This design comes from an exercise in tuning for small area on the open sky130 flow, not from production work.
Function was checked by simulation only, so behaviour that the tests miss may differ from the original.
No activity file was given, so power comes from the tool's default toggle rates.

## flow/design.v (module list and top-level ports; edited modules follow where they fit)
// module Font_rom: 366 lines
// module SincronizadorVGA: 44 lines
// module ImpresionDatos: 882 lines
// module Interfaz: 161 lines
module Interfaz(
    input wire clk,reset,
    input wire instrucciones,ProgramarCrono,ring,
    input wire inicioSecuencia,
    input wire [7:0] datoRTC,
    input wire [7:0] cursor,
    input wire Escribir,
    output wire  [11:0] rgbO,
    output wire hsync,vsync,
    output wire video_on,
    input wire [7:0] datos0,datos1,datos2,datos3,datos4,datos5,datos6,datos7,datos8,
    datos9,datos10,
    output wire [9:0] pixelx, pixely,
    output wire [17:0] rom_addrGraficos,
    input wire [11:0] datoGraficos
    );
  // ...
==> flow/flow/run.sh <==
#!/bin/bash
# Own layout flow: the standard ORFS flow with changes that only affect cell area:
#  - synthesis maps the logic with an area-oriented ABC script (flow/abc_area.script) and
#    without the adder extraction pass (ADDER_MAP_FILE empty); registers are untouched;
#  - ports are buffered with sky130_fd_sc_hd__buf_1 instead of the resizer's default choice;
#  - the clock tree is built from sky130_fd_sc_hd__clkbuf_8 without dummy loads.
# Each make run writes its full output to its own log file here.
set -euo pipefail
W=$PWD
mkdir -p "$W/scripts_area"
cp -r "$FLOW_HOME/scripts/." "$W/scripts_area/"
cp "$W/flow/abc_area.script" "$W/scripts_area/abc_area.script"
ARGS=(SCRIPTS_DIR="$W/scripts_area" ABC_AREA=1 ADDER_MAP_FILE=
  BUFFER_PORTS_ARGS="-buffer_cell sky130_fd_sc_hd__buf_1"
  CTS_ARGS="-sink_clustering_enable -repair_clock_nets -buf_list sky130_fd_sc_hd__clkbuf_8 -root_buf sky130_fd_sc_hd__clkbuf_8 -sink_clustering_size 14 -dont_use_dummy_load")
bash standard.sh "${ARGS[@]}" synth > "$W/flow_synth.log" 2>&1
bash standard.sh "${ARGS[@]}" finish > "$W/flow_finish.log" 2>&1
==> flow/flow/abc_area.script <==
strash
ifraig
scorr
dc2
strash
&get -n
&dch -f
&nf -R 1000
&put
strash
&get -n
&dch -f
&nf -R 1000
&put
strash
&get -n
&dch -f
&nf -R 1000
&put
strash
&get -n
&dch -f
&nf -R 1000
&put
strash
&get -n
&dch -f
&nf -R 1000
&put
==> flow/standard.sh <==
#!/bin/bash
# synth_recipe.tcl (not shown) runs the flow's synth.tcl, then flattens the netlist and writes it again
# the make line also repeats each setting of config.mk as NAME=value (left out here)
make -C /OpenROAD-flow-scripts/flow DESIGN_CONFIG=/design/flow/config.mk WORK_HOME=/design/flow/orfs CLKGATE_MAP_FILE= SYNTH_SCRIPT=/design/flow/synth_recipe.tcl "${@:-finish}"
==> flow/config.mk <==
export PLATFORM = sky130hd
export DESIGN_NAME = Interfaz
export DESIGN_NICKNAME = Interfaz
export VERILOG_FILES = /design/flow/design.v
export SDC_FILE = /design/flow/constraint.sdc
export NUM_CORES = 4
export LEC_CHECK = 0
export ABC_AREA = 1
export CAP_MARGIN = 10
export CORE_MARGIN = 2
export CORE_UTILIZATION = 50
export GPL_TIMING_DRIVEN = 0
export SLEW_MARGIN = 10
export SYNTH_MEMORY_MAX_BITS = 32768
==> flow/constraint.sdc <==
create_clock -name core_clock -period 10.0 [get_ports {clk}]
set_input_delay 2.0000 -clock core_clock [delete_from_list [all_inputs] [get_ports {clk}]]
set_output_delay 2.0000 -clock core_clock [all_outputs]
set_load 0.01 [all_outputs]
==> reports/qor.yml, run 1 <==
synth_commonest_cells: "nand2_1 (211), nor2_1 (175), a21oi_1 (139)"
synth.mux.area_fraction: 0.003120
via_per_inst: 7.197
power.group.top: "registers"
placed_cell_area_um2: 11510
die_area_um2: 22020
min_path_type: "reg2reg"
met2WireLength_um: 19330
layout-drive-gt1-share: 0.01761
reg2reg_to: "code[2]$_SDFFCE_PN0P_"
p_seq_mw: 0.599
status: "complete, no violations"
reg2reg_slack_ps: 2110
ys_ff_latch: 135
port_buffers: 164
synth.avg_cell_area_um2: 7.751
pwr-share-clk: 0.362
synth_compound_area_frac: 0.2861
n_all_inverters: 27
powerComb_mw: 0.0247
cap_violations: 0
drv_slew: 0
relSlewSlack: 0.1190
start_kind: "flop"
final_cells: 1805
globalplace.congestion: 1.087
die_y_um: 148.4
fin_crit_sh: 0.7893
min_path_cells: 1
fin_area_um2: 11760
r2r_cells: 19
synth_top_area_frac: 0.2794
power.density_nw_per_um2: 83.15
==> module ImpresionDatos, before the edit <==
module ImpresionDatos(
  input wire [9:0] x, y,
  input wire I,
  output wire fg_big,    
  output wire fg_txt,    
  output wire tcur,      
  output wire isdig,     
  output wire [5:0] tval,  
  output reg [2:0] bgcolor,
  output wire [5:0] cblank, cblock  
  );
function automatic ge(input [9:0] a, input [9:0] c);
  integer i;
  reg r;
  begin
    r = 1'b1;
    for (i = 0; i < 10; i = i + 1)
      r = c[i] ? (a[i] & r) : (a[i] | r);
    ge = r;
  end
endfunction
reg [3:0] band;
always @*
  if ((ge(y, 10'd16) & ~ge(y, 10'd30))) band = 4'd1; else if ((ge(y, 10'd31) & ~ge(y, 10'd33))) band = 4'd2; else if ((ge(y, 10'd80) & ~ge(y, 10'd96))) band = 4'd3; else if ((y == 10'd96)) band = 4'd4; else if ((ge(y, 10'd97) & ~ge(y, 10'd112))) band = 4'd5; else if ((y == 10'd112)) band = 4'd6; else if ((ge(y, 10'd113) & ~ge(y, 10'd129))) band = 4'd7; else if ((ge(y, 10'd418) & ~ge(y, 10'd429))) band = 4'd8; else if ((ge(y, 10'd430) & ~ge(y, 10'd432))) band = 4'd9; else if ((ge(y, 10'd434) & ~ge(y, 10'd447))) band = 4'd10; else if ((ge(y, 10'd448) & ~ge(y, 10'd450))) band = 4'd11; else if ((ge(y, 10'd450) & ~ge(y, 10'd462))) band = 4'd12; else if ((ge(y, 10'd463) & ~ge(y, 10'd465))) band = 4'd13; else band = 4'd0;
assign cblank = 6'd9;
assign cblock = 6'd11;
wire [1:0] xk = (x[2:0] == 3'd0) ? 2'd0 : (x[2:0] == 3'd7) ? 2'd2 : 2'd1;
reg [5:0] t;  
always @*
  case ({band, x[9:3], xk})
    13'h0290: t = 6'd22;
    13'h0291: t = 6'd22;
    13'h0292: t = 6'd22;
    13'h0294: t = 6'd4;
    13'h0295: t = 6'd4;
    13'h0296: t = 6'd4;
    13'h0298: t = 6'd13;
    13'h0299: t = 6'd13;
    13'h029a: t = 6'd13;
    13'h029c: t = 6'd2;
    13'h029d: t = 6'd2;
    13'h029e: t = 6'd2;
    13'h02a0: t = 6'd8;
    13'h02a1: t = 6'd8;
    13'h02a2: t = 6'd8;
    13'h02a4: t = 6'd2;
    13'h02a5: t = 6'd2;
    13'h02a6: t = 6'd2;
    13'h02aa: t = 6'd39;
    13'h02ac: t = 6'd39;
    13'h02ad: t = 6'd39;
    13'h02ae: t = 6'd38;
    13'h02b0: t = 6'd38;
    13'h02b1: t = 6'd38;
    13'h04aa: t = 6'd8;
    13'h04ac: t = 6'd8;
    13'h04ad: t = 6'd8;
    13'h04ae: t = 6'd8;
    13'h04b0: t = 6'd8;
    13'h04b1: t = 6'd8;
    13'h0678: t = 6'd22;
    13'h0679: t = 6'd22;
    13'h067a: t = 6'd22;
    13'h067c: t = 6'd12;
    13'h067d: t = 6'd12;
    13'h067e: t = 6'd12;
    13'h0680: t = 6'd48;
    13'h0681: t = 6'd48;
    13'h0682: t = 6'd48;
    13'h0684: t = 6'd9;
    13'h0685: t = 6'd9;
    13'h0686: t = 6'd9;
    13'h0688: t = 6'd16;
    13'h0689: t = 6'd16;
    13'h068a: t = 6'd16;
    13'h068c: t = 6'd4;
    13'h068d: t = 6'd4;
    13'h068e: t = 6'd4;
    13'h0690: t = 6'd22;
    13'h0691: t = 6'd22;
    13'h0692: t = 6'd22;
    13'h0694: t = 6'd4;
    13'h0695: t = 6'd4;
    13'h0696: t = 6'd4;
    13'h0698: t = 6'd5;
    13'h0699: t = 6'd5;
    13'h069a: t = 6'd5;
    13'h06bc: t = 6'd14;
    13'h06bd: t = 6'd14;
    13'h06be: t = 6'd14;
    13'h06c0: t = 6'd5;
    13'h06c1: t = 6'd5;
    13'h06c2: t = 6'd5;
    13'h06c4: t = 6'd19;
    13'h06c5: t = 6'd19;
    13'h06c6: t = 6'd19;
    13'h06c8: t = 6'd9;
    13'h06c9: t = 6'd9;
    13'h06ca: t = 6'd9;
    13'h06cc: t = 6'd22;
    13'h06cd: t = 6'd22;
    13'h06ce: t = 6'd22;
    13'h06d0: t = 6'd1;
    13'h06d1: t = 6'd1;
    13'h06d2: t = 6'd1;
    13'h06d4: t = 6'd13;
    13'h06d5: t = 6'd13;
    13'h06d6: t = 6'd13;
    13'h06d8: t = 6'd2;
    13'h06d9: t = 6'd2;
    13'h06da: t = 6'd2;
    13'h06dc: t = 6'd9;
    13'h06dd: t = 6'd9;
    13'h06de: t = 6'd9;
    13'h06e0: t = 6'd49;
    13'h06e1: t = 6'd49;
    13'h06e2: t = 6'd49;
    13'h0700: t = 6'd14;
    13'h0701: t = 6'd14;
    13'h0702: t = 6'd14;
    13'h0704: t = 6'd5;
    13'h0705: t = 6'd5;
    13'h0706: t = 6'd5;
    13'h0708: t = 6'd62;
    13'h0709: t = 6'd62;
    13'h070a: t = 6'd62;
    13'h070c: t = 6'd9;
    13'h070d: t = 6'd9;
    13'h070e: t = 6'd9;
    13'h0710: t = 6'd20;
    13'h0711: t = 6'd20;
    13'h0712: t = 6'd20;
    13'h0714: t = 6'd4;
    13'h0715: t = 6'd4;
    13'h0716: t = 6'd4;
    13'h0718: t = 6'd16;
    13'h0719: t = 6'd16;
    13'h071a: t = 6'd16;
    13'h071c: t = 6'd4;
    13'h071d: t = 6'd4;
    13'h071e: t = 6'd4;
    13'h0720: t = 6'd10;
    13'h0721: t = 6'd10;
    13'h0722: t = 6'd10;
    13'h0724: t = 6'd15;
    13'h0725: t = 6'd15;
    13'h0726: t = 6'd15;
    13'h0728: t = 6'd2;
    13'h0729: t = 6'd2;
    13'h072a: t = 6'd2;
    13'h080c: t = 6'd22;
    13'h080d: t = 6'd22;
    13'h080e: t = 6'd22;
    13'h0810: t = 6'd12;
    13'h0811: t = 6'd12;
    13'h0812: t = 6'd12;
    13'h0814: t = 6'd51;
    13'h0815: t = 6'd51;
    13'h0816: t = 6'd51;
    13'h0818: t = 6'd9;
    13'h0819: t = 6'd9;
    13'h081a: t = 6'd9;
    13'h081c: t = 6'd7;
    13'h081d: t = 6'd7;
    13'h081e: t = 6'd7;
    13'h0820: t = 6'd8;
    13'h0821: t = 6'd8;
    13'h0822: t = 6'd8;
    13'h0824: t = 6'd5;
    13'h0825: t = 6'd5;
    13'h0826: t = 6'd5;
    13'h0828: t = 6'd16;
    13'h0829: t = 6'd16;
    13'h082a: t = 6'd16;
    13'h082c: t = 6'd1;
    13'h082d: t = 6'd1;
    13'h082e: t = 6'd1;
    13'h0830: t = 6'd10;
    13'h0831: t = 6'd10;
    13'h0832: t = 6'd10;
    13'h0834: t = 6'd10;
    13'h0835: t = 6'd10;
    13'h0836: t = 6'd10;
    13'h0838: t = 6'd7;
    13'h0839: t = 6'd7;
    13'h083a: t = 6'd7;
    13'h083c: t = 6'd17;
    13'h083d: t = 6'd17;
    13'h083e: t = 6'd17;
    13'h0840: t = 6'd8;
    13'h0841: t = 6'd8;
    13'h0842: t = 6'd8;
    13'h0844: t = 6'd4;
    13'h0845: t = 6'd4;
    13'h0846: t = 6'd4;
    13'h0848: t = 6'd22;
    13'h0849: t = 6'd22;
    13'h084a: t = 6'd22;
    13'h0878: t = 6'd22;
    13'h0879: t = 6'd22;
    13'h087a: t = 6'd22;
    13'h087c: t = 6'd12;
    13'h087d: t = 6'd12;
    13'h087e: t = 6'd12;
    13'h0880: t = 6'd48;
    13'h0881: t = 6'd48;
    13'h0882: t = 6'd48;
    13'h0884: t = 6'd9;
    13'h0885: t = 6'd9;
    13'h0886: t = 6'd9;
    13'h0888: t = 6'd16;
    13'h0889: t = 6'd16;
    13'h088a: t = 6'd16;
    13'h088c: t = 6'd4;
    13'h088d: t = 6'd4;
    13'h088e: t = 6'd4;
    13'h0890: t = 6'd22;
    13'h0891: t = 6'd22;
    13'h0892: t = 6'd22;
    13'h0894: t = 6'd4;
    13'h0895: t = 6'd4;
    13'h0896: t = 6'd4;
    13'h0898: t = 6'd5;
    13'h0899: t = 6'd5;
    13'h089a: t = 6'd5;
    13'h089c: t = 6'd14;
    13'h089d: t = 6'd14;
    13'h089e: t = 6'd14;
    13'h08a0: t = 6'd7;
    13'h08a1: t = 6'd7;
    13'h08a2: t = 6'd7;
    13'h08a4: t = 6'd16;
    13'h08a5: t = 6'd16;
    13'h08a6: t = 6'd16;
    13'h08bc: t = 6'd14;
    13'h08bd: t = 6'd14;
    13'h08be: t = 6'd14;
    13'h08c0: t = 6'd5;
    13'h08c1: t = 6'd5;
    13'h08c2: t = 6'd5;
    13'h08c4: t = 6'd19;
    13'h08c5: t = 6'd19;
    13'h08c6: t = 6'd19;
    13'h08c8: t = 6'd9;
    13'h08c9: t = 6'd9;
    13'h08ca: t = 6'd9;
    13'h08cc: t = 6'd22;
    13'h08cd: t = 6'd22;
    13'h08ce: t = 6'd22;
    13'h08d0: t = 6'd1;
    13'h08d1: t = 6'd1;
    13'h08d2: t = 6'd1;
    13'h08d4: t = 6'd13;
    13'h08d5: t = 6'd13;
    13'h08d6: t = 6'd13;
    13'h08d8: t = 6'd2;
    13'h08d9: t = 6'd2;
    13'h08da: t = 6'd2;
    13'h08dc: t = 6'd9;
    13'h08dd: t = 6'd9;
    13'h08de: t = 6'd9;
    13'h08e0: t = 6'd49;
    13'h08e1: t = 6'd49;
    13'h08e2: t = 6'd49;
    13'h08e4: t = 6'd49;
    13'h08e5: t = 6'd49;
    13'h08e6: t = 6'd49;
    13'h0900: t = 6'd14;
    13'h0901: t = 6'd14;
    13'h0902: t = 6'd14;
    13'h0904: t = 6'd5;
    13'h0905: t = 6'd5;
    13'h0906: t = 6'd5;
    13'h0908: t = 6'd62;
    13'h0909: t = 6'd62;
    13'h090a: t = 6'd62;
    13'h090c: t = 6'd9;
    13'h090d: t = 6'd9;
    13'h090e: t = 6'd9;
    13'h0910: t = 6'd20;
    13'h0911: t = 6'd20;
    13'h0912: t = 6'd20;
    13'h0914: t = 6'd4;
    13'h0915: t = 6'd4;
    13'h0916: t = 6'd4;
    13'h0918: t = 6'd16;
    13'h0919: t = 6'd16;
    13'h091a: t = 6'd16;
    13'h091c: t = 6'd4;
    13'h091d: t = 6'd4;
    13'h091e: t = 6'd4;
    13'h0920: t = 6'd10;
    13'h0921: t = 6'd10;
    13'h0922: t = 6'd10;
    13'h0924: t = 6'd15;
    13'h0925: t = 6'd15;
    13'h0926: t = 6'd15;
    13'h0928: t = 6'd2;
    13'h0929: t = 6'd2;
    13'h092a: t = 6'd2;
    13'h092c: t = 6'd8;
    13'h092d: t = 6'd8;
    13'h092e: t = 6'd8;
    13'h0930: t = 6'd17;
    13'h0931: t = 6'd17;
    13'h0932: t = 6'd17;
    13'h0a0c: t = 6'd22;
    13'h0a0d: t = 6'd22;
    13'h0a0e: t = 6'd22;
    13'h0a10: t = 6'd12;
    13'h0a11: t = 6'd12;
    13'h0a12: t = 6'd12;
    13'h0a14: t = 6'd51;
    13'h0a15: t = 6'd51;
    13'h0a16: t = 6'd51;
    13'h0a18: t = 6'd9;
    13'h0a19: t = 6'd9;
    13'h0a1a: t = 6'd9;
    13'h0a1c: t = 6'd7;
    13'h0a1d: t = 6'd7;
    13'h0a1e: t = 6'd7;
    13'h0a20: t = 6'd8;
    13'h0a21: t = 6'd8;
    13'h0a22: t = 6'd8;
    13'h0a24: t = 6'd5;
    13'h0a25: t = 6'd5;
    13'h0a26: t = 6'd5;
    13'h0a28: t = 6'd16;
    13'h0a29: t = 6'd16;
    13'h0a2a: t = 6'd16;
    13'h0a2c: t = 6'd1;
    13'h0a2d: t = 6'd1;
    13'h0a2e: t = 6'd1;
    13'h0a30: t = 6'd10;
    13'h0a31: t = 6'd10;
    13'h0a32: t = 6'd10;
    13'h0a34: t = 6'd10;
    13'h0a35: t = 6'd10;
    13'h0a36: t = 6'd10;
    13'h0a38: t = 6'd7;
    13'h0a39: t = 6'd7;
    13'h0a3a: t = 6'd7;
    13'h0a3c: t = 6'd17;
    13'h0a3d: t = 6'd17;
    13'h0a3e: t = 6'd17;
    13'h0a40: t = 6'd8;
    13'h0a41: t = 6'd8;
    13'h0a42: t = 6'd8;
    13'h0a44: t = 6'd4;
    13'h0a45: t = 6'd4;
    13'h0a46: t = 6'd4;
    13'h0a48: t = 6'd22;
    13'h0a49: t = 6'd22;
    13'h0a4a: t = 6'd22;
    13'h0a78: t = 6'd22;
    13'h0a79: t = 6'd22;
    13'h0a7a: t = 6'd22;
    13'h0a7c: t = 6'd12;
    13'h0a7d: t = 6'd12;
    13'h0a7e: t = 6'd12;
    13'h0a80: t = 6'd49;
    13'h0a81: t = 6'd49;
    13'h0a82: t = 6'd49;
    13'h0a84: t = 6'd9;
    13'h0a85: t = 6'd9;
    13'h0a86: t = 6'd9;
    13'h0a88: t = 6'd4;
    13'h0a89: t = 6'd4;
    13'h0a8a: t = 6'd4;
    13'h0a8c: t = 6'd22;
    13'h0a8d: t = 6'd22;
    13'h0a8e: t = 6'd22;
    13'h0a90: t = 6'd10;
    13'h0a91: t = 6'd10;
    13'h0a92: t = 6'd10;
    13'h0a94: t = 6'd16;
    13'h0a95: t = 6'd16;
    13'h0a96: t = 6'd16;
    13'h0a98: t = 6'd7;
    13'h0a99: t = 6'd7;
    13'h0a9a: t = 6'd7;
    13'h0a9c: t = 6'd14;
    13'h0a9d: t = 6'd14;
    13'h0a9e: t = 6'd14;
    13'h0aa0: t = 6'd7;
    13'h0aa1: t = 6'd7;
    13'h0aa2: t = 6'd7;
    13'h0aa4: t = 6'd16;
    13'h0aa5: t = 6'd16;
    13'h0aa6: t = 6'd16;
    13'h0abc: t = 6'd14;
    13'h0abd: t = 6'd14;
    13'h0abe: t = 6'd14;
    13'h0ac0: t = 6'd5;
    13'h0ac1: t = 6'd5;
    13'h0ac2: t = 6'd5;
    13'h0ac4: t = 6'd23;
    13'h0ac5: t = 6'd23;
    13'h0ac6: t = 6'd23;
    13'h0ac8: t = 6'd9;
    13'h0ac9: t = 6'd9;
    13'h0aca: t = 6'd9;
    13'h0acc: t = 6'd16;
    13'h0acd: t = 6'd16;
    13'h0ace: t = 6'd16;
    13'h0ad0: t = 6'd4;
    13'h0ad1: t = 6'd4;
    13'h0ad2: t = 6'd4;
    13'h0ad4: t = 6'd22;
    13'h0ad5: t = 6'd22;
    13'h0ad6: t = 6'd22;
    13'h0ad8: t = 6'd5;
    13'h0ad9: t = 6'd5;
    13'h0ada: t = 6'd5;
    13'h0adc: t = 6'd2;
    13'h0add: t = 6'd2;
    13'h0ade: t = 6'd2;
    13'h0ae0: t = 6'd9;
    13'h0ae1: t = 6'd9;
    13'h0ae2: t = 6'd9;
    13'h0ae4: t = 6'd49;
    13'h0ae5: t = 6'd49;
    13'h0ae6: t = 6'd49;
    13'h0b00: t = 6'd14;
    13'h0b01: t = 6'd14;
    13'h0b02: t = 6'd14;
    13'h0b04: t = 6'd5;
    13'h0b05: t = 6'd5;
    13'h0b06: t = 6'd5;
    13'h0b08: t = 6'd21;
    13'h0b09: t = 6'd21;
    13'h0b0a: t = 6'd21;
    13'h0b0c: t = 6'd9;
    13'h0b0d: t = 6'd9;
    13'h0b0e: t = 6'd9;
    13'h0b10: t = 6'd2;
    13'h0b11: t = 6'd2;
    13'h0b12: t = 6'd2;
    13'h0b14: t = 6'd10;
    13'h0b15: t = 6'd10;
    13'h0b16: t = 6'd10;
    13'h0b18: t = 6'd5;
    13'h0b19: t = 6'd5;
    13'h0b1a: t = 6'd5;
    13'h0b1c: t = 6'd9;
    13'h0b1d: t = 6'd9;
    13'h0b1e: t = 6'd9;
    13'h0b20: t = 6'd10;
    13'h0b21: t = 6'd10;
    13'h0b22: t = 6'd10;
    13'h0b24: t = 6'd16;
    13'h0b25: t = 6'd16;
    13'h0b26: t = 6'd16;
    13'h0b28: t = 6'd17;
    13'h0b29: t = 6'd17;
    13'h0b2a: t = 6'd17;
    13'h0b2c: t = 6'd8;
    13'h0b2d: t = 6'd8;
    13'h0b2e: t = 6'd8;
    13'h0b30: t = 6'd17;
    13'h0b31: t = 6'd17;
    13'h0b32: t = 6'd17;
    13'h0c0c: t = 6'd22;
    13'h0c0d: t = 6'd22;
    13'h0c0e: t = 6'd22;
    13'h0c10: t = 6'd12;
    13'h0c11: t = 6'd12;
    13'h0c12: t = 6'd12;
    13'h0c14: t = 6'd51;
    13'h0c15: t = 6'd51;
    13'h0c16: t = 6'd51;
    13'h0c18: t = 6'd9;
    13'h0c19: t = 6'd9;
    13'h0c1a: t = 6'd9;
    13'h0c1c: t = 6'd7;
    13'h0c1d: t = 6'd7;
    13'h0c1e: t = 6'd7;
    13'h0c20: t = 6'd8;
    13'h0c21: t = 6'd8;
    13'h0c22: t = 6'd8;
    13'h0c24: t = 6'd5;
    13'h0c25: t = 6'd5;
    13'h0c26: t = 6'd5;
    13'h0c28: t = 6'd16;
    13'h0c29: t = 6'd16;
    13'h0c2a: t = 6'd16;
    13'h0c2c: t = 6'd1;
    13'h0c2d: t = 6'd1;
    13'h0c2e: t = 6'd1;
    13'h0c30: t = 6'd10;
    13'h0c31: t = 6'd10;
    13'h0c32: t = 6'd10;
    13'h0c34: t = 6'd10;
    13'h0c35: t = 6'd10;
    13'h0c36: t = 6'd10;
    13'h0c38: t = 6'd7;
    13'h0c39: t = 6'd7;
    13'h0c3a: t = 6'd7;
    13'h0c3c: t = 6'd17;
    13'h0c3d: t = 6'd17;
    13'h0c3e: t = 6'd17;
    13'h0c40: t = 6'd8;
    13'h0c41: t = 6'd8;
    13'h0c42: t = 6'd8;
    13'h0c44: t = 6'd4;
    13'h0c45: t = 6'd4;
    13'h0c46: t = 6'd4;
    13'h0c48: t = 6'd22;
    13'h0c49: t = 6'd22;
    13'h0c4a: t = 6'd22;
    13'h0c78: t = 6'd22;
    13'h0c79: t = 6'd22;
    13'h0c7a: t = 6'd22;
    13'h0c7c: t = 6'd12;
    13'h0c7d: t = 6'd12;
    13'h0c7e: t = 6'd12;
    13'h0c80: t = 6'd49;
    13'h0c81: t = 6'd49;
    13'h0c82: t = 6'd49;
    13'h0c84: t = 6'd9;
    13'h0c85: t = 6'd9;
    13'h0c86: t = 6'd9;
    13'h0c88: t = 6'd4;
    13'h0c89: t = 6'd4;
    13'h0c8a: t = 6'd4;
    13'h0c8c: t = 6'd22;
    13'h0c8d: t = 6'd22;
    13'h0c8e: t = 6'd22;
    13'h0c90: t = 6'd10;
    13'h0c91: t = 6'd10;
    13'h0c92: t = 6'd10;
    13'h0c94: t = 6'd16;
    13'h0c95: t = 6'd16;
    13'h0c96: t = 6'd16;
    13'h0c98: t = 6'd7;
    13'h0c99: t = 6'd7;
    13'h0c9a: t = 6'd7;
    13'h0c9c: t = 6'd14;
    13'h0c9d: t = 6'd14;
    13'h0c9e: t = 6'd14;
    13'h0ca0: t = 6'd7;
    13'h0ca1: t = 6'd7;
    13'h0ca2: t = 6'd7;
    13'h0ca4: t = 6'd16;
    13'h0ca5: t = 6'd16;
    13'h0ca6: t = 6'd16;
    13'h0cbc: t = 6'd14;
    13'h0cbd: t = 6'd14;
    13'h0cbe: t = 6'd14;
    13'h0cc0: t = 6'd5;
    13'h0cc1: t = 6'd5;
    13'h0cc2: t = 6'd5;
    13'h0cc4: t = 6'd23;
    13'h0cc5: t = 6'd23;
    13'h0cc6: t = 6'd23;
    13'h0cc8: t = 6'd9;
    13'h0cc9: t = 6'd9;
    13'h0cca: t = 6'd9;
    13'h0ccc: t = 6'd16;
    13'h0ccd: t = 6'd16;
    13'h0cce: t = 6'd16;
    13'h0cd0: t = 6'd4;
    13'h0cd1: t = 6'd4;
    13'h0cd2: t = 6'd4;
    13'h0cd4: t = 6'd22;
    13'h0cd5: t = 6'd22;
    13'h0cd6: t = 6'd22;
    13'h0cd8: t = 6'd5;
    13'h0cd9: t = 6'd5;
    13'h0cda: t = 6'd5;
    13'h0cdc: t = 6'd2;
    13'h0cdd: t = 6'd2;
    13'h0cde: t = 6'd2;
    13'h0ce0: t = 6'd9;
    13'h0ce1: t = 6'd9;
    13'h0ce2: t = 6'd9;
    13'h0ce4: t = 6'd49;
    13'h0ce5: t = 6'd49;
    13'h0ce6: t = 6'd49;
    13'h0ce8: t = 6'd20;
    13'h0ce9: t = 6'd20;
    13'h0cea: t = 6'd20;
    13'h0cec: t = 6'd2;
    13'h0ced: t = 6'd2;
    13'h0cee: t = 6'd2;
    13'h0d00: t = 6'd14;
    13'h0d01: t = 6'd14;
    13'h0d02: t = 6'd14;
    13'h0d04: t = 6'd5;
    13'h0d05: t = 6'd5;
    13'h0d06: t = 6'd5;
    13'h0d08: t = 6'd21;
    13'h0d09: t = 6'd21;
    13'h0d0a: t = 6'd21;
    13'h0d0c: t = 6'd9;
    13'h0d0d: t = 6'd9;
    13'h0d0e: t = 6'd9;
    13'h0d10: t = 6'd2;
    13'h0d11: t = 6'd2;
    13'h0d12: t = 6'd2;
    13'h0d14: t = 6'd10;
    13'h0d15: t = 6'd10;
    13'h0d16: t = 6'd10;
    13'h0d18: t = 6'd5;
    13'h0d19: t = 6'd5;
    13'h0d1a: t = 6'd5;
    13'h0d1c: t = 6'd9;
    13'h0d1d: t = 6'd9;
    13'h0d1e: t = 6'd9;
    13'h0d20: t = 6'd10;
    13'h0d21: t = 6'd10;
    13'h0d22: t = 6'd10;
    13'h0d24: t = 6'd16;
    13'h0d25: t = 6'd16;
    13'h0d26: t = 6'd16;
    13'h0d28: t = 6'd17;
    13'h0d29: t = 6'd17;
    13'h0d2a: t = 6'd17;
    13'h0d2c: t = 6'd8;
    13'h0d2d: t = 6'd8;
    13'h0d2e: t = 6'd8;
    13'h0d30: t = 6'd17;
    13'h0d31: t = 6'd17;
    13'h0d32: t = 6'd17;
    13'h0e78: t = 6'd22;
    13'h0e79: t = 6'd22;
    13'h0e7a: t = 6'd22;
    13'h0e7c: t = 6'd12;
    13'h0e7d: t = 6'd12;
    13'h0e7e: t = 6'd12;
    13'h0e80: t = 6'd50;
    13'h0e81: t = 6'd50;
    13'h0e82: t = 6'd50;
    13'h0e84: t = 6'd9;
    13'h0e85: t = 6'd9;
    13'h0e86: t = 6'd9;
    13'h0e88: t = 6'd18;
    13'h0e89: t = 6'd18;
    13'h0e8a: t = 6'd18;
    13'h0e8c: t = 6'd16;
    13'h0e8d: t = 6'd16;
    13'h0e8e: t = 6'd16;
    13'h0e90: t = 6'd9;
    13'h0e91: t = 6'd9;
    13'h0e92: t = 6'd9;
    13'h0e94: t = 6'd10;
    13'h0e95: t = 6'd10;
    13'h0e96: t = 6'd10;
    13'h0e98: t = 6'd16;
    13'h0e99: t = 6'd16;
    13'h0e9a: t = 6'd16;
    13'h0e9c: t = 6'd17;
    13'h0e9d: t = 6'd17;
    13'h0e9e: t = 6'd17;
    13'h0ea0: t = 6'd8;
    13'h0ea1: t = 6'd8;
    13'h0ea2: t = 6'd8;
    13'h0ea4: t = 6'd17;
    13'h0ea5: t = 6'd17;
    13'h0ea6: t = 6'd17;
    13'h0ebc: t = 6'd14;
    13'h0ebd: t = 6'd14;
    13'h0ebe: t = 6'd14;
    13'h0ec0: t = 6'd5;
    13'h0ec1: t = 6'd5;
    13'h0ec2: t = 6'd5;
    13'h0ec4: t = 6'd60;
    13'h0ec5: t = 6'd60;
    13'h0ec6: t = 6'd60;
    13'h0ec8: t = 6'd9;
    13'h0ec9: t = 6'd9;
    13'h0eca: t = 6'd9;
    13'h0ecc: t = 6'd7;
    13'h0ecd: t = 6'd7;
    13'h0ece: t = 6'd7;
    13'h0ed0: t = 6'd6;
    13'h0ed1: t = 6'd6;
    13'h0ed2: t = 6'd6;
    13'h0ed4: t = 6'd3;
    13'h0ed5: t = 6'd3;
    13'h0ed6: t = 6'd3;
    13'h0ed8: t = 6'd1;
    13'h0ed9: t = 6'd1;
    13'h0eda: t = 6'd1;
    13'h0edc: t = 6'd7;
    13'h0edd: t = 6'd7;
    13'h0ede: t = 6'd7;
    13'h0ee0: t = 6'd4;
    13'h0ee1: t = 6'd4;
    13'h0ee2: t = 6'd4;
    13'h0ee4: t = 6'd16;
    13'h0ee5: t = 6'd16;
    13'h0ee6: t = 6'd16;
    13'h0ee8: t = 6'd20;
    13'h0ee9: t = 6'd20;
    13'h0eea: t = 6'd20;
    13'h0eec: t = 6'd2;
    13'h0eed: t = 6'd2;
    13'h0eee: t = 6'd2;
    13'h100c: t = 6'd10;
    13'h100d: t = 6'd10;
    13'h100e: t = 6'd10;
    13'h1010: t = 6'd16;
    13'h1011: t = 6'd16;
    13'h1012: t = 6'd16;
    13'h1014: t = 6'd17;
    13'h1015: t = 6'd17;
    13'h1016: t = 6'd17;
    13'h1018: t = 6'd8;
    13'h1019: t = 6'd8;
    13'h101a: t = 6'd8;
    13'h101c: t = 6'd17;
    13'h101d: t = 6'd17;
    13'h101e: t = 6'd17;
    13'h1020: t = 6'd13;
    13'h1021: t = 6'd13;
    13'h1022: t = 6'd13;
    13'h1024: t = 6'd4;
    13'h1025: t = 6'd4;
    13'h1026: t = 6'd4;
    13'h1028: t = 6'd5;
    13'h1029: t = 6'd5;
    13'h102a: t = 6'd5;
    13'h102c: t = 6'd16;
    13'h102d: t = 6'd16;
    13'h102e: t = 6'd16;
    13'h1030: t = 6'd17;
    13'h1031: t = 6'd17;
    13'h1032: t = 6'd17;
    13'h1122: t = 6'd50;
    13'h1124: t = 6'd50;
    13'h1125: t = 6'd50;
    13'h1126: t = 6'd48;
    13'h1128: t = 6'd48;
    13'h1129: t = 6'd48;
    13'h112a: t = 6'd35;
    13'h112c: t = 6'd35;
    13'h112d: t = 6'd35;
    13'h112e: t = 6'd34;
    13'h1130: t = 6'd34;
    13'h1131: t = 6'd34;
    13'h132a: t = 6'd6;
    13'h132c: t = 6'd6;
    13'h132d: t = 6'd6;
    13'h132e: t = 6'd6;
    13'h1330: t = 6'd6;
    13'h1331: t = 6'd6;
    13'h1516: t = 6'd20;
    13'h1518: t = 6'd20;
    13'h1519: t = 6'd20;
    13'h151a: t = 6'd7;
    13'h151c: t = 6'd7;
    13'h151d: t = 6'd7;
    13'h151e: t = 6'd2;
    13'h1520: t = 6'd2;
    13'h1521: t = 6'd2;
    13'h1526: t = 6'd37;
    13'h1528: t = 6'd37;
    13'h1529: t = 6'd37;
    13'h152a: t = 6'd36;
    13'h152c: t = 6'd36;
    13'h152d: t = 6'd36;
    13'h1726: t = 6'd7;
    13'h1728: t = 6'd7;
    13'h1729: t = 6'd7;
    13'h172a: t = 6'd7;
    13'h172c: t = 6'd7;
    13'h172d: t = 6'd7;
    13'h1834: t = 6'd45;
    13'h1835: t = 6'd45;
    13'h1836: t = 6'd45;
    13'h1838: t = 6'd44;
    13'h1839: t = 6'd44;
    13'h183a: t = 6'd44;
    13'h1840: t = 6'd43;
    13'h1841: t = 6'd43;
    13'h1842: t = 6'd43;
    13'h1844: t = 6'd42;
    13'h1845: t = 6'd42;
    13'h1846: t = 6'd42;
    13'h184c: t = 6'd41;
    13'h184d: t = 6'd41;
    13'h184e: t = 6'd41;
    13'h1850: t = 6'd40;
    13'h1851: t = 6'd40;
    13'h1852: t = 6'd40;
    13'h1920: t = 6'd31;
    13'h1921: t = 6'd31;
    13'h1922: t = 6'd31;
    13'h1925: t = 6'd30;
    13'h1926: t = 6'd30;
    13'h192e: t = 6'd33;
    13'h1930: t = 6'd33;
    13'h1931: t = 6'd33;
    13'h1932: t = 6'd32;
    13'h1934: t = 6'd32;
    13'h1935: t = 6'd32;
    13'h1a34: t = 6'd19;
    13'h1a35: t = 6'd19;
    13'h1a36: t = 6'd19;
    13'h1a38: t = 6'd19;
    13'h1a39: t = 6'd19;
    13'h1a3a: t = 6'd19;
    13'h1a3c: t = 6'd19;
    13'h1a40: t = 6'd18;
    13'h1a41: t = 6'd18;
    13'h1a42: t = 6'd18;
    13'h1a44: t = 6'd18;
    13'h1a45: t = 6'd18;
    13'h1a46: t = 6'd18;
    13'h1a48: t = 6'd18;
    13'h1a4c: t = 6'd17;
    13'h1a4d: t = 6'd17;
    13'h1a4e: t = 6'd17;
    13'h1a50: t = 6'd17;
    13'h1a51: t = 6'd17;
    13'h1a52: t = 6'd17;
    13'h1a54: t = 6'd17;
    13'h1b20: t = 6'd4;
    13'h1b21: t = 6'd4;
    13'h1b22: t = 6'd4;
    13'h1b24: t = 6'd4;
    13'h1b25: t = 6'd4;
    13'h1b26: t = 6'd4;
    13'h1b2e: t = 6'd5;
    13'h1b30: t = 6'd5;
    13'h1b31: t = 6'd5;
    13'h1b32: t = 6'd5;
    13'h1b34: t = 6'd5;
    13'h1b35: t = 6'd5;
    default: t = 6'd0;
  endcase
wire curband = (band == 4'd2) | (band == 4'd9) | (band == 4'd11) | (band == 4'd13);
wire instr = ((band == 4'd3) | (band == 4'd4) | (band == 4'd5) | (band == 4'd6) | (band == 4'd7)) & ge(x, 10'd240);  
wire valid = |t;
assign fg_txt = valid & ~curband & (~instr | I);
assign tcur = valid & curband;
assign isdig = (t[5:3] == 3'd3) | (t[5:3] == 3'd4) | ((t[5:3] == 3'd5) & ~(t[2] & t[1]));  
assign tval = t[5:0];
assign fg_big = ((ge(x, 10'd58) & ~ge(x, 10'd123)) & (ge(y, 10'd197) & ~ge(y, 10'd297))) ||
                ((ge(x, 10'd123) & ~ge(x, 10'd183)) & (ge(y, 10'd197) & ~ge(y, 10'd297))) ||
                ((ge(x, 10'd260) & ~ge(x, 10'd324)) & (ge(y, 10'd197) & ~ge(y, 10'd296))) ||
                ((ge(x, 10'd324) & ~ge(x, 10'd389)) & (ge(y, 10'd197) & ~ge(y, 10'd296))) ||
                ((ge(x, 10'd459) & ~ge(x, 10'd524)) & (ge(y, 10'd197) & ~ge(y, 10'd297))) ||
                ((ge(x, 10'd524) & ~ge(x, 10'd588)) & (ge(y, 10'd197) & ~ge(y, 10'd297)));
reg [3:0] e;
wire [2:0] dl = x[2:0] + 3'd3;       
wire [2:0] dr = ~(x[2:0] + 3'd2);    
wire zl = (ge(x, 10'd29) & ~ge(x, 10'd37)) | (ge(x, 10'd229) & ~ge(x, 10'd237)) | (ge(x, 10'd429) & ~ge(x, 10'd437));
wire zr = (ge(x, 10'd206) & ~ge(x, 10'd214)) | (ge(x, 10'd406) & ~ge(x, 10'd414)) | (ge(x, 10'd606) & ~ge(x, 10'd614));
wire zi = (ge(x, 10'd29) & ~ge(x, 10'd214)) | (ge(x, 10'd229) & ~ge(x, 10'd414)) | (ge(x, 10'd429) & ~ge(x, 10'd614));
always @*
  if (x == 10'd612) e = 4'd10;
  else if (zl) e = {1'b0, dl};
  else if (zr) e = {1'b0, dr};
  else if (zi) e = 4'd8;
  else e = 4'd9;
wire upper = ge(y, 10'd152) & ~ge(y, 10'd159);
wire lower = ge(y, 10'd334) & ~ge(y, 10'd338);
wire [2:0] r = upper ? y[2:0] : (3'd0 - y[2:0]);
wire [3:0] ec = (e == 4'd10) ? 4'd1 : e;
reg [2:0] corner;
always @*
  case (r)
    3'd0: corner = (ec == 4'd9 || ec <= 4'd3) ? 3'd1 : (ec == 4'd4) ? 3'd3 : (ec == 4'd5) ? 3'd5 : (ec <= 4'd7) ? 3'd4 : 3'd3;
    3'd1: corner = (ec == 4'd9 || ec <= 4'd1) ? 3'd1 : (ec == 4'd2) ? 3'd3 : (ec <= 4'd4) ? 3'd4 : 3'd3;
    3'd2: corner = (ec == 4'd9 || ec <= 4'd1) ? 3'd1 : (ec <= 4'd3) ? 3'd4 : 3'd3;
    3'd3: corner = (ec == 4'd9 || ec == 4'd0) ? 3'd1 : (ec == 4'd1) ? 3'd3 : (ec == 4'd2) ? 3'd4 : 3'd3;
    3'd4: corner = (ec == 4'd9) ? 3'd1 : (ec == 4'd1) ? 3'd5 : 3'd3;
    3'd5: corner = (ec == 4'd9) ? 3'd1 : (ec == 4'd1) ? 3'd4 : 3'd3;
    3'd6: corner = (ec == 4'd9) ? 3'd1 : (ec <= 4'd1) ? 3'd4 : 3'd3;
    default: corner = (ec == 4'd9 || ec <= 4'd4) ? 3'd1 : (ec <= 4'd6) ? 3'd3 : (ec == 4'd7) ? 3'd4 : 3'd5;
  endcase
wire side = (ge(y, 10'd159) & ~ge(y, 10'd245)) | (ge(y, 10'd248) & ~ge(y, 10'd334));
wire side_edge = (e == 4'd0) | ((e == 4'd10) & ge(y, 10'd248));
wire [2:0] sidec = (e == 4'd9) ? 3'd1 : side_edge ? 3'd5 : 3'd3;
wire [2:0] flat = (~ge(y, 10'd141)) ? 3'd0 : (~ge(y, 10'd152)) ? 3'd1 : (~ge(y, 10'd338)) ? 3'd1 :
                  (~ge(y, 10'd349)) ? 3'd1 : (~ge(y, 10'd352)) ? 3'd0 : (~ge(y, 10'd354)) ? 3'd1 :
                  (~ge(y, 10'd473)) ? 3'd0 : (~ge(y, 10'd481)) ? 3'd2 : 3'd0;
always @*
  bgcolor = (upper | lower) ? corner : side ? sidec : flat;
endmodule
==> module Interfaz, before the edit <==
module Interfaz(
    input wire clk,reset,
    input wire instrucciones,ProgramarCrono,ring,
    input wire inicioSecuencia,
    input wire [7:0] datoRTC,
    input wire [7:0] cursor,
    input wire Escribir,
    output wire  [11:0] rgbO,
    output wire hsync,vsync,
    output wire video_on,
    input wire [7:0] datos0,datos1,datos2,datos3,datos4,datos5,datos6,datos7,datos8,
    datos9,datos10,
    output wire [9:0] pixelx, pixely,
    output wire [17:0] rom_addrGraficos,
    input wire [11:0] datoGraficos
    );
function automatic ge(input [9:0] a, input [9:0] c);
  integer i;
  reg r;
  begin
    r = 1'b1;
    for (i = 0; i < 10; i = i + 1)
      r = c[i] ? (a[i] & r) : (a[i] | r);
    ge = r;
  end
endfunction
function automatic rng(input [9:0] v, input [9:0] a, input [9:0] b);
  rng = ge(v, a) & ~ge(v, b + 10'd1);
endfunction
function automatic [9:0] add10(input [9:0] a, input [9:0] b);
  integer i;
  reg c;
  begin
    c = 1'b0;
    for (i = 0; i < 10; i = i + 1) begin
      add10[i] = a[i] ^ b[i] ^ c;
      c = (a[i] & b[i]) | (c & (a[i] ^ b[i]));
    end
  end
endfunction
SincronizadorVGA SincronizadorVGA_unit(
    .clk(clk),.reset(reset),
    .hsync(hsync),.vsync(vsync),.video_on(video_on),
    .pixelx(pixelx),.pixely(pixely));
wire [9:0] x = pixelx;
wire [9:0] y = pixely;
reg tick;
always @(posedge clk)
  tick <= ge(y, 10'd480);
reg cargado;
always @(posedge clk, posedge reset)
  if (reset) cargado <= 1'b0;
  else if (tick) cargado <= 1'b1;
reg [7:0] d0,d1,d2,d3,d4,d5,d6,d7,d8,d9,d10;
always @(posedge clk)
  if (tick) begin
    d0 <= datos0; d1 <= datos1; d2 <= datos2; d3 <= datos3; d4 <= datos4; d5 <= datos5;
    d6 <= datos6; d7 <= datos7; d8 <= datos8; d9 <= datos9; d10 <= datos10;
  end
wire fg_big, fg_txt, isdig, tcur;
wire [5:0] tval;
wire [2:0] bgcolor;
wire [5:0] BLANK, BLOCK;  
ImpresionDatos ImpresionDatos_unit(
    .x(x), .y(y), .I(instrucciones),
    .fg_big(fg_big), .fg_txt(fg_txt), .tcur(tcur), .isdig(isdig), .tval(tval), .bgcolor(bgcolor),
    .cblank(BLANK), .cblock(BLOCK));
wire c2 = (cursor[7:4] == 4'h2) & Escribir;
wire c4 = (cursor[7:4] == 4'h4) & (Escribir | ProgramarCrono);
wire fg_cur =
    (tcur && cursor[3:0] == tval[3:0] && (tval[4] ? c4 : c2)) ||
    (c2 && cursor[3:0] == 4'h1 && rng(x, 10'd459, 10'd587) && rng(y, 10'd300, 10'd302)) ||
    (c2 && cursor[3:0] == 4'h2 && rng(x, 10'd260, 10'd388) && rng(y, 10'd299, 10'd301)) ||
    (c2 && cursor[3:0] == 4'h3 && rng(x, 10'd58, 10'd182) && rng(y, 10'd300, 10'd302));
wire [5:0] dbig = ge(x, 10'd524) ? 6'd24 : ge(x, 10'd459) ? 6'd25 : ge(x, 10'd324) ? 6'd26 :
                  ge(x, 10'd260) ? 6'd27 : ge(x, 10'd123) ? 6'd28 : 6'd29;
wire [5:0] dn = fg_big ? dbig : tval;  
reg [3:0] nib;
always @*
  case (dn)
    6'd24: nib = d0[3:0];
    6'd25: nib = d0[7:4];
    6'd26: nib = d1[3:0];
    6'd27: nib = d1[7:4];
    6'd28: nib = d2[3:0];
    6'd29: nib = d2[7:4];
    6'd30: nib = d3[3:0];
    6'd31: nib = d3[7:4];
    6'd32: nib = d4[3:0];
    6'd33: nib = d4[7:4];
    6'd34: nib = d5[3:0];
    6'd35: nib = d5[7:4];
    6'd36: nib = d6[3:0];
    6'd37: nib = d6[7:4];
    6'd38: nib = d7[3:0];
    6'd39: nib = d7[7:4];
    6'd40: nib = d8[3:0];
    6'd41: nib = d8[7:4];
    6'd42: nib = d9[3:0];
    6'd43: nib = d9[7:4];
    6'd44: nib = d10[3:0];
    default: nib = d10[7:4];
  endcase
wire esdigito = fg_big | isdig;
wire fg = fg_big | fg_txt | fg_cur;
wire [5:0] fgcode = esdigito ? (cargado ? {2'b11, nib} : BLANK) : (fg_txt ? tval : BLOCK);
reg [5:0] code;
reg [2:0] color_addr;
reg memInt, graficos;
reg [2:0] f8;
reg [5:0] contadorx;
wire [5:0] kx = ~ge(x, 10'd212) ? 6'd5 : ~ge(x, 10'd412) ? 6'd60 : ~ge(x, 10'd640) ? 6'd52 : 6'd5;
wire [9:0] cx = add10({4'd0, x[5:0]}, {4'd0, kx});
wire zona_cuadros = rng(y, 10'd152, 10'd338);
always @(posedge clk) begin
  color_addr <= fg ? 3'd2 : bgcolor;
  memInt <= fg ? ~fg_txt : ge(y, 10'd152);
  graficos <= fg_big;
  if (fg) code <= fgcode;
  else if (!zona_cuadros) code <= BLOCK;
  if (!memInt) f8 <= x[2:0];
  contadorx <= cx[5:0];
end
wire [3:0] row_addr = y[3:0];
wire [7:0] font_word;
Font_rom Font_memory_unit(.code(code), .row(row_addr), .data(font_word));
reg font_bit;
always @(posedge clk, posedge reset)
  if (reset) font_bit <= 1'b0;
  else font_bit <= memInt | font_word[~f8];
reg [9:0] kdig;
always @*
  case (code)
    6'd49: kdig = 10'd928;
    6'd50: kdig = 10'd6;
    6'd51: kdig = 10'd107;
    6'd52: kdig = 10'd208;
    6'd53: kdig = 10'd308;
    6'd54: kdig = 10'd409;
    6'd55: kdig = 10'd510;
    6'd56: kdig = 10'd611;
    6'd57: kdig = 10'd713;
    default: kdig = 10'd827;
  endcase
assign rom_addrGraficos = {contadorx, 2'b00, add10(y, kdig)};
reg [11:0] color;
always @*
  case (color_addr)
    3'd0: color = 12'h032;
    3'd1: color = 12'h000;
    3'd2: color = 12'hFFE;
    3'd3: color = 12'h111;
    3'd4: color = 12'h222;
    3'd5: color = 12'h333;
    3'd6: color = 12'h032;
    default: color = 12'h120;
  endcase
wire [11:0] colorMux = graficos ? datoGraficos :
                       (ring && rng(y, 10'd473, 10'd480)) ? 12'hf11 : color;
assign rgbO = (font_bit && video_on) ? colorMux : 12'h032;
endmodule
==> inputs of run 2 (changes only) <==
--- a/flow/design.v
+++ b/flow/design.v
@@ -1273,21 +1273,21 @@
 reg [2:0] corner;
 always @*
   case (r)
-    3'd0: corner = (ec == 4'd9 || ec <= 4'd3) ? 3'd1 : (ec == 4'd4) ? 3'd3 : (ec == 4'd5) ? 3'd5 : (ec <= 4'd7) ? 3'd4 : 3'd3;
-    3'd1: corner = (ec == 4'd9 || ec <= 4'd1) ? 3'd1 : (ec == 4'd2) ? 3'd3 : (ec <= 4'd4) ? 3'd4 : 3'd3;
-    3'd2: corner = (ec == 4'd9 || ec <= 4'd1) ? 3'd1 : (ec <= 4'd3) ? 3'd4 : 3'd3;
-    3'd3: corner = (ec == 4'd9 || ec == 4'd0) ? 3'd1 : (ec == 4'd1) ? 3'd3 : (ec == 4'd2) ? 3'd4 : 3'd3;
-    3'd4: corner = (ec == 4'd9) ? 3'd1 : (ec == 4'd1) ? 3'd5 : 3'd3;
-    3'd5: corner = (ec == 4'd9) ? 3'd1 : (ec == 4'd1) ? 3'd4 : 3'd3;
-    3'd6: corner = (ec == 4'd9) ? 3'd1 : (ec <= 4'd1) ? 3'd4 : 3'd3;
-    default: corner = (ec == 4'd9 || ec <= 4'd4) ? 3'd1 : (ec <= 4'd6) ? 3'd3 : (ec == 4'd7) ? 3'd4 : 3'd5;
+    3'd0: corner = (ec == 4'd9 || ec <= 4'd3) ? 3'd0 : (ec == 4'd4) ? 3'd1 : (ec == 4'd5) ? 3'd3 : (ec <= 4'd7) ? 3'd2 : 3'd1;
+    3'd1: corner = (ec == 4'd9 || ec <= 4'd1) ? 3'd0 : (ec == 4'd2) ? 3'd1 : (ec <= 4'd4) ? 3'd2 : 3'd1;
+    3'd2: corner = (ec == 4'd9 || ec <= 4'd1) ? 3'd0 : (ec <= 4'd3) ? 3'd2 : 3'd1;
+    3'd3: corner = (ec == 4'd9 || ec == 4'd0) ? 3'd0 : (ec == 4'd1) ? 3'd1 : (ec == 4'd2) ? 3'd2 : 3'd1;
+    3'd4: corner = (ec == 4'd9) ? 3'd0 : (ec == 4'd1) ? 3'd3 : 3'd1;
+    3'd5: corner = (ec == 4'd9) ? 3'd0 : (ec == 4'd1) ? 3'd2 : 3'd1;
+    3'd6: corner = (ec == 4'd9) ? 3'd0 : (ec <= 4'd1) ? 3'd2 : 3'd1;
+    default: corner = (ec == 4'd9 || ec <= 4'd4) ? 3'd0 : (ec <= 4'd6) ? 3'd1 : (ec == 4'd7) ? 3'd2 : 3'd3;
   endcase
 wire side = (ge(y, 10'd159) & ~ge(y, 10'd245)) | (ge(y, 10'd248) & ~ge(y, 10'd334));
 wire side_edge = (e == 4'd0) | ((e == 4'd10) & ge(y, 10'd248));
-wire [2:0] sidec = (e == 4'd9) ? 3'd1 : side_edge ? 3'd5 : 3'd3;
-wire [2:0] flat = (~ge(y, 10'd141)) ? 3'd0 : (~ge(y, 10'd152)) ? 3'd1 : (~ge(y, 10'd338)) ? 3'd1 :
-                  (~ge(y, 10'd349)) ? 3'd1 : (~ge(y, 10'd352)) ? 3'd0 : (~ge(y, 10'd354)) ? 3'd1 :
-                  (~ge(y, 10'd473)) ? 3'd0 : (~ge(y, 10'd481)) ? 3'd2 : 3'd0;
+wire [2:0] sidec = (e == 4'd9) ? 3'd0 : side_edge ? 3'd3 : 3'd1;
+wire [2:0] flat = (~ge(y, 10'd141)) ? 3'd4 : (~ge(y, 10'd152)) ? 3'd0 : (~ge(y, 10'd338)) ? 3'd0 :
+                  (~ge(y, 10'd349)) ? 3'd0 : (~ge(y, 10'd352)) ? 3'd4 : (~ge(y, 10'd354)) ? 3'd0 :
+                  (~ge(y, 10'd473)) ? 3'd4 : (~ge(y, 10'd481)) ? 3'd5 : 3'd4;
 always @*
   bgcolor = (upper | lower) ? corner : side ? sidec : flat;
 endmodule
@@ -1407,7 +1407,7 @@
 wire [9:0] cx = add10({4'd0, x[5:0]}, {4'd0, kx});
 wire zona_cuadros = rng(y, 10'd152, 10'd338);
 always @(posedge clk) begin
-  color_addr <= fg ? 3'd2 : bgcolor;
+  color_addr <= fg ? 3'd5 : bgcolor;
   memInt <= fg ? ~fg_txt : ge(y, 10'd152);
   graficos <= fg_big;
   if (fg) code <= fgcode;
@@ -1437,18 +1437,8 @@
     default: kdig = 10'd827;
   endcase
 assign rom_addrGraficos = {contadorx, 2'b00, add10(y, kdig)};
-reg [11:0] color;
-always @*
-  case (color_addr)
-    3'd0: color = 12'h032;
-    3'd1: color = 12'h000;
-    3'd2: color = 12'hFFE;
-    3'd3: color = 12'h111;
-    3'd4: color = 12'h222;
-    3'd5: color = 12'h333;
-    3'd6: color = 12'h032;
-    default: color = 12'h120;
-  endcase
+wire [3:0] gris = {2'b00, color_addr[1:0]};
+wire [11:0] color = ~color_addr[2] ? {gris, gris, gris} : color_addr[0] ? 12'hFFE : 12'h032;
 wire [11:0] colorMux = graficos ? datoGraficos :
                        (ring && rng(y, 10'd473, 10'd480)) ? 12'hf11 : color;
 assign rgbO = (font_bit && video_on) ? colorMux : 12'h032;
--- a/flow/flow/run.sh
+++ b/flow/flow/run.sh
@@ -12,6 +12,6 @@
 cp "$W/flow/abc_area.script" "$W/scripts_area/abc_area.script"
 ARGS=(SCRIPTS_DIR="$W/scripts_area" ABC_AREA=1 ADDER_MAP_FILE=
   BUFFER_PORTS_ARGS="-buffer_cell sky130_fd_sc_hd__buf_1"
-  CTS_ARGS="-sink_clustering_enable -repair_clock_nets -buf_list sky130_fd_sc_hd__clkbuf_8 -root_buf sky130_fd_sc_hd__clkbuf_8 -sink_clustering_size 14 -dont_use_dummy_load")
+  CTS_ARGS="-sink_clustering_enable -repair_clock_nets -buf_list sky130_fd_sc_hd__clkbuf_8 -root_buf sky130_fd_sc_hd__clkbuf_8 -sink_clustering_size 12 -dont_use_dummy_load")
 bash standard.sh "${ARGS[@]}" synth > "$W/flow_synth.log" 2>&1
 bash standard.sh "${ARGS[@]}" finish > "$W/flow_finish.log" 2>&1
==> flow/flow/abc_area.script (replaced) <==
strash
ifraig
scorr
dc2
strash
&get -n
&dch -f
&nf -R 1000
&put
strash
&get -n
&dch -f
&nf -R 1000
&put
strash
&get -n
&dch -f
&nf -R 1000
&put
--- a/flow/config.mk
+++ b/flow/config.mk
@@ -6,9 +6,9 @@
 export NUM_CORES = 4
 export LEC_CHECK = 0
 export ABC_AREA = 1
-export CAP_MARGIN = 10
+export CAP_MARGIN = 20
 export CORE_MARGIN = 2
 export CORE_UTILIZATION = 50
 export GPL_TIMING_DRIVEN = 0
-export SLEW_MARGIN = 10
+export SLEW_MARGIN = 20
 export SYNTH_MEMORY_MAX_BITS = 32768
==> reports/qor.yml, run 2 <==
synth.distinct_cells: 61
synth_commonest_cells: "nor2_1 (215), nand2_1 (208), o21ai_0 (139)"
worst_pin_slew_ps: 1250
r2r-start: "SincronizadorVGA_unit.vcount_reg[2]$_DFFE_PP0P_"
synthFlopType: "edfxtp_1"
skew_ps: 50.75
yosysTopAreaCell: "edfxtp_1"
min_path_type: "reg2reg"
status: "complete, no violations"
area_growth_pct: 12.64
synth_area_leaders: "edfxtp_1 (28%), nor2_1 (7.6%), nand2_1 (7.4%)"
rows: 53
clock_path_buffers: 2
synthArstFlopShare: 0.1926
peakVddDrop_mv: 0.08519
reg2reg_slack_ps: 2190  # +80 ps
combPwrFrac: 0.025
die_area_um2: 22360  # +1.6%
cts_tree: "built"
crit_type: "reg2out"
wirelength_um: 47590
cts.clk_slew.worst_paths_ps: 70
final-hold-violation-count: 0
power.density_nw_per_um2: 81.60  # -1.9%
globalplace.congestion: 1.054  # -3.0%
min_period_ps: 8135
cap_violations: 0  # unchanged
vias: 13400
dieWidth_um: 149.5
p_int_mw: 0.7602
drv_slew: 0  # unchanged
syn_area_um2: 10590
worstPathMaxFanout: 26
syn_inst: 1399
synth.most_common_cell: "nor2_1"
drc: 0
final-setup-viol-count: 0
synth-edff-count: 97
r2r_cells: 22  # +3
rsz0062_at_grt: "false"
pwr-share-seq: 0.615
post_drt_wl_per_cell_um: 25.55
layout_commonest_cell: "nor2_1"
cts.sinks: 135
via_per_inst: 7.191  # about the same
pwr-share-clk: 0.360  # -0.002
synth.avg_cell_area_um2: 7.571  # -2.3%
worstHoldStart: "memInt$_DFF_P_"
dr.pass1.iters: 8
clk_latency_ps: 460
min_path_cells: 2  # +1
cts.repair_timing.setup_buffer_count: 0
finalNetCount: 1713
die_y_um: 149.5  # +0.77%
numCtsBuffers: 17
htreeDepth: 4
ys_ff_latch: 135  # unchanged
place_hpwl_um: 35460
cp-end-kind: "output pin"
antenna-diode-count: 0
layout-drive-gt1-share: 0.02267  # +0.005058
core_area_um2: 20890
yosysSeqAreaShare: 0.3591
groute.usage.overall: 0.4194
synth_top_area_frac: 0.2750  # -0.004390
fin_setup_tns_ps: 0
fin_crit_sh: 0.8135  # +0.02416
grt_pass1_wl_um: 71290
timing.fmax_mhz: 122.9
port_buffers: 164  # unchanged
mostFrequentLayoutCells: "nor2_1 (214), nand2_1 (208), buf_1 (164)"
switching_share: 0.2191
cts-root-buf: "clkbuf_8"
hold_slack_ps: 474.0
whs_endpoint: "font_bit$_DFF_PP0_"
pin_count: 176
p_leak_nw: 3.853
reg2reg_to: "code[1]$_SDFFCE_PN1P_"
post_cts_resized: 0
p_switching_mw: 0.2133
crit_required_ps: 8000
drt_iter0_drc: 2397
postCtsHoldBufs: 0
grt_max_degree: 53
antenna_left: 0
relSlewSlack: 0.1604  # +0.04139
crit_arrival_ps: 6130
initial_utilization: 0.5070
gr-total-overflow: 0
synth.yosys.warnings: 4
start_kind: "flop"
antenna_found_initial: 0
grt_pass1_vias: 12230
run 2: changes by cell type after synthesis, moves of 6 or more:
cell	change
a211oi_1	-10
a21oi_1	-26
a221oi_1	+6
a31oi_1	-12
nand3_1	+7
nand4_1	+7
nor2_1	+40
nor3_1	+22
nor4_1	+8
o211ai_1	+8
o21ai_0	+33
or2_0	-8
run 2: metal layers:
| metal | global-route usage | wire, um | vias to the layer above |
|---|---|---|---|
| li1 | - | - | 5734 |
| met1 | 0.5709 | 18220 | 6180 |
| met2 | 0.6229 | 19910 | 1239 |
| met3 | 0.1256 | 6996 | 243 |
| met4 | 0.1710 | 2465 | 0 |
| met5 | 0 | 0 | - |
run 2: layout make-up:
cell class / instances / area [um^2]
plain buffers: 2 / 15.01
clock buffers: 17 / 234.0
fillers: 2011 / 8959
inverters: 27 / 101.3
multi-input cells: 1236 / 6703
flip-flops and latches: 135 / 3810
well taps: 275 / 344.1
repair buffers: 171 / 723.2
run 2: power by group through the flow:
stage	sequential, mW	clock (mW)	combinational [mW]
after CTS	0.599	0.344	0.0240
after floorplan	0.611	0	0.00453
after detailed placement	0.611	0	0.0241
after global placement	0.611	0	0.0229
after global routing	0.599	0.370	0.0269
final	0.599	0.350	0.0243
run 2: worst max path at each step:
stage,from,to,slack (ps)
CTS,code[0]$_SDFFCE_PN1P_,rom_addrGraficos[9],2080
global placement,code[1]$_SDFFCE_PN1P_,rom_addrGraficos[9],1810
finish,code[0]$_SDFFCE_PN1P_,rom_addrGraficos[9],1870
floorplan,code[1]$_SDFFCE_PN1P_,rom_addrGraficos[9],3100
global route,code[0]$_SDFFCE_PN1P_,rom_addrGraficos[9],1530
detailed placement,code[0]$_SDFFCE_PN1P_,rom_addrGraficos[9],2560
run 2: cells by family after synthesis:
group,count (synthesis),share of synthesized area
AO/OA/AOI/OAI,451,0.2688
buffers and inverters,29,0.01099
other,1,0.0003541
flip-flops,135,0.3591
adder cells (fa/ha/maj),4,0.003780
AND/OR/NAND/NOR,742,0.3264
XOR/XNOR,37,0.03060
run 2: critical path, stage by stage, from the launching register on:
cell and delay [ps]:
edfxtp_1 670, buf_8 260, buf_8 210, nor2b_1 890, nand2_1 220, nand3_1 260
nand2_1 110, a21oi_1 140, nand2_1 100, nand2_1 100, nor2_1 70, o21ai_0 190
and2_0 200, nor2_1 90, maj3_1 370, maj3_1 400, o21a_1 120, a21oi_1 200
a21oi_1 160, nand2_1 90, o21ai_0 150, maj3_1 390, xnor2_1 150, buf_1 160
run 2: stage by stage:
step | instances | power (mW) | area, um^2 | utilization | setup slack, ps
finish | 1863 | 0.9735 | 11930 | 0.5711 | 1865
global route | 1863 | 0.9955 | 11930 | 0.5711 | 1528
CTS | 1863 | 0.9669 | 11910 | 0.5703 | 2085
detailed placement | 1846 | 0.6349 | 11680 | 0.5591 | 2556
global placement | 1839 | 0.6341 | 11550 | 0.5532 | 1815
floorplan | 1400 | 0.6158 | 10600 | - | 3102

[port drivers added, routing unchanged]
How much do the figures lean on ideal ports? The routed layouts below were timed once more, with nothing changed but the port constraints.
Step 1 (the two cells are an assumption about what drives the block):
set clk [get_ports {clk}]
set_driving_cell -lib_cell sky130_fd_sc_hd__clkbuf_16 $clk
set_driving_cell -lib_cell sky130_fd_sc_hd__buf_2 [delete_from_list [all_inputs] $clk]
Step 2, shift: input delay + t, output delay - t, t = (earliest + latest rising clock arrival at the registers) / 2. This alone moves slack from input paths to output paths.
a / b / c = ideal / step 1 / step 2; a / b = the first two.
run | t (ns) | setup WS [ns] | worst hold slack (ns) | worst slew at a driven data input, ns
run 1 | 0.477 | 2.107 / 2.107 / 2.107 | 0.476 / 0.476 / 0.476 | 0.07
run 2 | 0.482 | 1.865 / 1.822 / 2.185 | 0.474 / 0.474 / 0.474 | 0.07
After both steps every run listed still meets setup and hold.
